This design comes from an exercise in tuning for small area, a short achievable clock period and few clock cycles on the open sky130 flow, not from production work. At most, simulation tests tie the RTL to the original design; equivalence was not proved. Power figures rest on the tool's default switching activity, not on a simulated workload.

## run A
Design milestone1, start of the top module:
module milestone1 (
	input  logic        CLOCK_50_I,
	input  logic        resetn,
	input  logic        ena,
	output logic        done,
	output logic [17:0] SRAM_address,
	output logic [15:0] SRAM_write_data,
	output logic        SRAM_we_n,
	input  logic [15:0] SRAM_read_data
);
clock: 12.0 ns
lec_check: 0
cap_margin: 20
core_margin: 2
core_utilization: 60
cts_cluster_diameter: 100
cts_cluster_size: 25
place_density: 0.7
slew_margin: 20
synth_hierarchical: 1
synth_minimum_keep_size: 0
standard.sh (not shown) runs the stock make flow with config.mk's settings and CLKGATE_MAP_FILE= SYNTH_SCRIPT=/design/flow/synth_recipe.tcl, a recipe that flattens the netlist after the stock synthesis.
==> flow/flow/run.sh <==
#!/bin/bash
# Layout flow: the standard layout (standard.sh, with config.mk's settings),
# asking its timing repairs for a larger setup margin so that they also speed up
# paths that already meet the 12 ns clock.  make's output goes to flow.log; each
# ORFS step keeps its own log under orfs/logs/.
set -euo pipefail
bash standard.sh SETUP_SLACK_MARGIN=8.5 finish > flow.log 2>&1
Testbench counts of run A, summed over its fixed seeds: cycles 768,092.
The inputs of run B differ from those of run A as listed below.
Settings: removing CTS_CLUSTER_DIAMETER (formerly 100); removing PLACE_DENSITY (formerly 0.7); removing CTS_CLUSTER_SIZE (formerly 25); changing CORE_UTILIZATION from 60 to 40.
==> flow/run.sh (new file) <==
#!/bin/bash
# synth_recipe.tcl (not shown) runs the flow's synth.tcl, then flattens the netlist and writes it again
# the make line also repeats each setting of config.mk as NAME=value (left out here)
make -C /OpenROAD-flow-scripts/flow DESIGN_CONFIG=/design/flow/config.mk WORK_HOME=/design/flow/orfs CLKGATE_MAP_FILE= SYNTH_SCRIPT=/design/flow/synth_recipe.tcl finish
removed: flow/flow/run.sh
removed: flow/standard.sh
### Flow results
Measured against each other, run A and run B differ in total stage count of the critical path, the lower figure coming from run B.
Layout overhead on the synthesized area sits higher in run B than in run A.
[compare] base=run A new=run B: hold slack down 0.015 ns; maximum buffer depth of the clock tree closely matched the old numbers; antenna diode count now sits higher; worst setup slack shrank by 0.43 ns.
Each of the runs, namely run A and run B, reached the end of the flow and came out clean.
Setup changes, run B to run C
Settings: CORE_UTILIZATION now 60, was 40; CTS_CLUSTER_SIZE now 25, previously not set; PLACE_DENSITY now 0.7, previously not set; CTS_CLUSTER_DIAMETER now 100, previously not set.
--- outcome ---
Minimum clock period came out lower on run C than on run B.
In run C, the worst hold slack came out 0.018 ns above the value in run B.
Run C completed; timing, DRC and antenna clean
Run B reached the final stage; the timing, design-rule and antenna checks on its layout passed.
Cell area | run C vs run B | run C smaller
Run C ends up with higher part of the total power dissipated in combinational logic than run B does.
Global routing usage on met1 was lower in the run labelled run B.
Smallest setup slack after layout: run C and run B compared, higher one is run C
In the metrics for run C and run B, the one carrying the higher first-pass GRT wire length is run B.
From run B to run C the numbers moved as follows: instance count of the mapped netlist now sits at about the same level; H-tree depth lower.
Run C ended with less final period utilization than run B.
## Diff of input files: run D against run C
==> flow/flow/run.sh (new file) <==
#!/bin/bash
# Layout flow: the standard layout (standard.sh, with config.mk's settings),
# asking its timing repairs for a larger setup margin so that they also speed up
# paths that already meet the 12 ns clock.  make's output goes to flow.log; each
# ORFS step keeps its own log under orfs/logs/.
set -euo pipefail
bash standard.sh SETUP_SLACK_MARGIN=8.7 finish > flow.log 2>&1
==> flow/standard.sh (new file) <==
#!/bin/bash
# synth_recipe.tcl (not shown) runs the flow's synth.tcl, then flattens the netlist and writes it again
# the make line also repeats each setting of config.mk as NAME=value (left out here)
make -C /OpenROAD-flow-scripts/flow DESIGN_CONFIG=/design/flow/config.mk WORK_HOME=/design/flow/orfs CLKGATE_MAP_FILE= SYNTH_SCRIPT=/design/flow/synth_recipe.tcl "${@:-finish}"
removed: flow/run.sh
Findings:
As far as max-slew violation count goes, run C and run D are indistinguishable; the numbers are identical. | required time reported for the critical path endpoint | run C vs run D | ≈ equal |. Run C has a lower maximum clock rate than run D. Between run C and run D, the number of DRC violations after detailed routing does not differ in any meaningful way. Diff run C -> run D: met1 track demand over resource higher; minimum setup slack in the final design moved up; relative area of non-clock buffer cells in the final design went up 2.0 points; total global routing track utilization +0.42 points; routed wire length went up by about 3.7%. Side by side, layout clock buffer count turned out higher in run D than in run C.
Here is what was changed in the inputs of run E compared with run D.
==> flow/flow/run.sh <==
#!/bin/bash
# Layout flow: the standard layout (standard.sh, with config.mk's settings),
# with buf_2 cells as the port buffers and a larger setup margin for the timing
# repairs, so that they also speed up paths that already meet the 12 ns clock.
# make's output goes to flow.log; each ORFS step keeps its own log under orfs/logs/.
set -euo pipefail
bash standard.sh "BUFFER_PORTS_ARGS=-buffer_cell sky130_fd_sc_hd__buf_2" SETUP_SLACK_MARGIN=8.55 finish > flow.log 2>&1
==> comparison <==
Run E went all the way through synthesis, placement and routing and the layout is clean on timing, DRC and antenna.
Diff run E..run D | antenna cell count | unchanged
| maximum frequency | run E vs run D | worse |
Worst-case setup slack after placement delta (run E − run D): unfavourable
In the reports for run E and run D, the smaller final clock period utilization by the worst path belongs to run D.
Final weighted congestion of routability-driven global placement delta for run E relative to run D: about 2% higher
Post-layout total power essentially unchanged between run D and run E.
Clock skew was lower in the run labelled run D.
Looking at run E and run D, the switching power summed over all nets is a wash.
Run E against run D: design area went down; worst setup slack fell 0.045 ns.

---

Another version of the RTL of milestone1 (not shown whole).
Size: roughly 2100 cells after synthesis, about 360 flip-flops, about 55 I/O pins, roughly 23000 sq um of cells after synthesis.
clock: 12.0 ns
lec_check: 0
abc_clock_period_in_ps: 3500
cap_margin: 20
core_margin: 2
core_utilization: 40
slew_margin: 20
run.sh (not shown) runs the stock make flow with config.mk's settings and CLKGATE_MAP_FILE= SYNTH_SCRIPT=/design/flow/synth_recipe.tcl, a recipe that flattens the netlist after the stock synthesis.
Stock flow here: none of the scripts above is used.
The baseline passed the timing, design-rule and antenna checks.
==> next run, changes <==
--- a/flow/config.mk
+++ b/flow/config.mk
@@ -7,3 +7,2 @@
 export LEC_CHECK = 0
-export ABC_CLOCK_PERIOD_IN_PS = 3500
 export CAP_MARGIN = 20
Worst setup slack does not change.
Wire length is unchanged.
Global-route usage stays the same.
Combinational power stays flat.
Fmax is unchanged.
Area after synthesis is unchanged.
Clock-buffer cell count does not change.
Cell area is unchanged.
Total power does not change.
Hold slack stays the same.
Die area stays the same.
No functional check of the RTL was part of any run of this note.

## static timing again, ports no longer ideal
Ports are ideal in the flow. The routed layouts listed here were re-timed in OpenROAD.
Step 1, drivers: a clkbuf_16 drives CLOCK_50_I and a buf_2 each remaining input, both assumed.
Step 2 adds t to the input delays and takes it off the output delays; t is the mean of the earliest and latest rising clock arrival at the registers after step 1. Input paths then give back, and output paths get back, about the clock's delay inside the block.
Three values: ideal ports, drivers, drivers and shift; two values: the first two.
run | t, ns | setup WS [ns] | worst hold slack (ns) | latest minus earliest clock arrival (ns)
run A | 0.607 | 8.485 / 8.444 / 8.428 | 0.422 / 0.422 / 0.422 | 0.038 / 0.037
run B | 0.635 | 8.054 / 7.995 / 8.218 | 0.408 / 0.408 / 0.408 | 0.044 / 0.043
run C | 0.607 | 8.086 / 8.027 / 8.313 | 0.425 / 0.425 / 0.425 | 0.037 / 0.037
run D | 0.594 | 8.506 / 8.450 / 8.436 | 0.427 / 0.427 / 0.427 | 0.019 / 0.020
run E | 0.592 | 8.461 / 8.405 / 8.611 | 0.420 / 0.420 / 0.420 | 0.028 / 0.028
the first run of note 2 | 0.625 | 7.264 / 7.264 / 7.257 | 0.418 / 0.418 / 0.418 | 0.031 / 0.031
the second run of note 2 | 0.625 | 7.264 / 7.264 / 7.257 | 0.418 / 0.418 / 0.418 | 0.031 / 0.031
After both steps setup and hold are still met in every run listed. For run D, which loses most, drivers alone change the setup slack by -0.056 ns; drivers and shift together by -0.070 ns.
